Source: an optimization exercise on an open RTL-to-GDS flow (aim: small area). Production flows keep margins and buffers that such runs may drop.
RTL that was checked went through simulation tests only; none was proved equivalent to the original.
Power figures rest on the tool's default switching activity, not on a simulated workload.

// axi_timer_averager
module axi_timer_averager #(
    parameter integer DEFAULT_SAMPLES_SERIE = 2,
    parameter integer S_AXI_LITE_DATA_WIDTH = 32  ,
    parameter integer S_AXI_LITE_ADDR_WIDTH = 32
) (
    input  logic                                 CLK               ,
    input  logic                                 RESETN            ,
    input  logic [    S_AXI_LITE_ADDR_WIDTH-1:0] S_AXI_LITE_AWADDR ,
    input  logic [                          2:0] S_AXI_LITE_AWPROT ,
    input  logic                                 S_AXI_LITE_AWVALID,
    output logic                                 S_AXI_LITE_AWREADY,
    input  logic [    S_AXI_LITE_DATA_WIDTH-1:0] S_AXI_LITE_WDATA  ,
    input  logic [(S_AXI_LITE_DATA_WIDTH/8)-1:0] S_AXI_LITE_WSTRB  ,
    input  logic                                 S_AXI_LITE_WVALID ,
    output logic                                 S_AXI_LITE_WREADY ,
    output logic [                          1:0] S_AXI_LITE_BRESP  ,
    output logic                                 S_AXI_LITE_BVALID ,
    input  logic                                 S_AXI_LITE_BREADY ,
    input  logic [    S_AXI_LITE_ADDR_WIDTH-1:0] S_AXI_LITE_ARADDR ,
    input  logic [                          2:0] S_AXI_LITE_ARPROT ,
    input  logic                                 S_AXI_LITE_ARVALID,
    output logic                                 S_AXI_LITE_ARREADY,
    output logic [    S_AXI_LITE_DATA_WIDTH-1:0] S_AXI_LITE_RDATA  ,
    output logic [                          1:0] S_AXI_LITE_RRESP  ,
    output logic                                 S_AXI_LITE_RVALID ,
    input  logic                                 S_AXI_LITE_RREADY ,
    output logic [                         31:0] MSMT_VALUE        ,
    output logic                                 MSMT_VALID        ,
    input  logic                                 INTR
);
    logic        axi_awready;    
    logic        aw_en      ;
    logic [ 2:0] wr_sel     ;    
    logic        axi_bvalid ;
    logic        axi_arready;
    logic        axi_rvalid ;
    logic [31:0] axi_rdata  ;
    logic        aw_start   ;
  ...
==> flow/config.mk <==
export PLATFORM = sky130hd
export DESIGN_NAME = axi_timer_averager
export DESIGN_NICKNAME = axi_timer_averager
export VERILOG_FILES = /design/flow/design.v
export SDC_FILE = /design/flow/constraint.sdc
export NUM_CORES = 4
export LEC_CHECK = 0
export CAP_MARGIN = 20
export CELL_PAD_IN_SITES_DETAIL_PLACEMENT = 1
export CELL_PAD_IN_SITES_GLOBAL_PLACEMENT = 2
export CORE_MARGIN = 2
export CORE_UTILIZATION = 35
export CTS_BUF_LIST = sky130_fd_sc_hd__clkbuf_8
export CTS_CLUSTER_SIZE = 30
export GPL_ROUTABILITY_DRIVEN = 1
export SLEW_MARGIN = 20
==> flow/constraint.sdc <==
create_clock -name core_clock -period 8.0 [get_ports {CLK}]
set_input_delay 1.6000 -clock core_clock [delete_from_list [all_inputs] [get_ports {CLK}]]
set_output_delay 1.6000 -clock core_clock [all_outputs]
set_load 0.01 [all_outputs]
run.sh (not shown) runs the stock make flow with config.mk's settings and CLKGATE_MAP_FILE= SYNTH_SCRIPT=/design/flow/synth_recipe.tcl, a recipe that flattens the netlist after the stock synthesis.
Next try:
==> flow/flow/run.sh (new file) <==
#!/bin/bash
# Standard ORFS layout with two changes: ports are buffered with the smallest
# buffer, and clock tree synthesis inserts no dummy loads and uses clkbuf_8.
set -uo pipefail
bash standard.sh \
  "BUFFER_PORTS_ARGS=-buffer_cell sky130_fd_sc_hd__buf_1" \
  "CTS_ARGS=-sink_clustering_enable -repair_clock_nets -dont_use_dummy_load -sink_clustering_size 30 -buf_list sky130_fd_sc_hd__clkbuf_8" \
  finish > run_standard.log 2>&1
rc=$?
echo "standard.sh exit $rc"
exit $rc
==> flow/standard.sh (new file) <==
#!/bin/bash
# synth_recipe.tcl (not shown) runs the flow's synth.tcl, then flattens the netlist and writes it again
# the make line also repeats each setting of config.mk as NAME=value (left out here)
make -C /OpenROAD-flow-scripts/flow DESIGN_CONFIG=/design/flow/config.mk WORK_HOME=/design/flow/orfs CLKGATE_MAP_FILE= SYNTH_SCRIPT=/design/flow/synth_recipe.tcl "${@:-finish}"
CTS_BUF_LIST = default   (was sky130_fd_sc_hd__clkbuf_8)
CTS_CLUSTER_SIZE = default   (was 30)
removed: flow/run.sh
The changed run passed the timing, DRC and antenna checks.
Via count goes down by 0.63%.
Wire length goes up by 0.40%.
Sequential share of layout area goes up by 2.5 points.
Maximum frequency goes down by 1.1%.
Next try:
==> flow/run.sh (new file) <==
#!/bin/bash
# synth_recipe.tcl (not shown) runs the flow's synth.tcl, then flattens the netlist and writes it again
# the make line also repeats each setting of config.mk as NAME=value (left out here)
make -C /OpenROAD-flow-scripts/flow DESIGN_CONFIG=/design/flow/config.mk WORK_HOME=/design/flow/orfs CLKGATE_MAP_FILE= SYNTH_SCRIPT=/design/flow/synth_recipe.tcl finish
removed: flow/flow/run.sh
removed: flow/standard.sh
What happened:
- worst setup slack gains 0.092 ns
- synthesized cell count stays the same
- synthesized area is unchanged
- design area goes up by 7.0%
- sequential cell count is unchanged
- non-clock buffer count goes down by 1
- combinational power goes up by 8.1%
- cell count goes up by 0.52%
- power goes up by 16%
- utilization goes up by 2.8 points
- wire length goes down by about 0.8%

========
axi_timer_averager, a different RTL version from the one above (not shown whole).
Size in the first run: roughly 2,000 cells after synthesis, ~260 flip-flops, about 190 I/O pins, ~17,000 um^2 of cells after synthesis.
clock: 8.0 ns
lec_check: 0
abc_area: 1
cap_margin: 20
cell_pad_in_sites_detail_placement: 1
cell_pad_in_sites_global_placement: 2
core_margin: 2
core_utilization: 35
gpl_routability_driven: 1
slew_margin: 20
Stock flow here: none of the scripts above is used.
The starting point finished but failed the layout checks on setup timing.
Edit:
Settings changed: ABC_AREA 1 to unset.
The changed run produced a layout that fails on setup timing. Register-to-register slack is better by 30 ps. Total power goes down by 2.5%. Fmax is about the same. Final area goes up by 2.6%. Cell count goes down by 13%. Synthesized area goes up by 3.3%.
No functional check of the RTL was part of any run of this note.

==> static timing again, ports no longer ideal <==
No port has a modelled driver above. Below, the same layouts with a new extraction and two added sets of constraints.
Step 1 (the two cells are an assumption about what drives the block):
set clk [get_ports {CLK}]
set_driving_cell -lib_cell sky130_fd_sc_hd__clkbuf_16 $clk
set_driving_cell -lib_cell sky130_fd_sc_hd__buf_2 [delete_from_list [all_inputs] $clk]
Step 2 moves the port delays by t, midway between the first and last clock arrival at a register: inputs arrive t later, outputs are due t later. That takes back most of the time a late clock gives input paths.
Slacks: ideal ports / drivers / drivers and shift; pairs: ideal ports / drivers.
run	t (ns)	setup WS [ns]	worst hold slack (ns)	latest minus earliest clock arrival (ns)	slew at the worst register clock pin (ns)
the first run of note 1	0.681	1.189 / 1.189 / 1.189	0.381 / 0.381 / 0.381	0.042 / 0.043	0.07 / 0.07
the second run of note 1	0.656	1.113 / 1.113 / 1.113	0.384 / 0.384 / 0.384	0.074 / 0.074	0.06 / 0.06
the third run of note 1	0.601	1.205 / 1.205 / 1.205	0.384 / 0.384 / 0.384	0.029 / 0.029	0.06 / 0.06
the first run of note 2	0.627	-7.871 / -7.871 / -7.871	0.386 / 0.386 / 0.386	0.010 / 0.010	0.06 / 0.06
the second run of note 2	0.653	-7.839 / -7.839 / -7.839	0.383 / 0.383 / 0.383	0.011 / 0.011	0.06 / 0.06
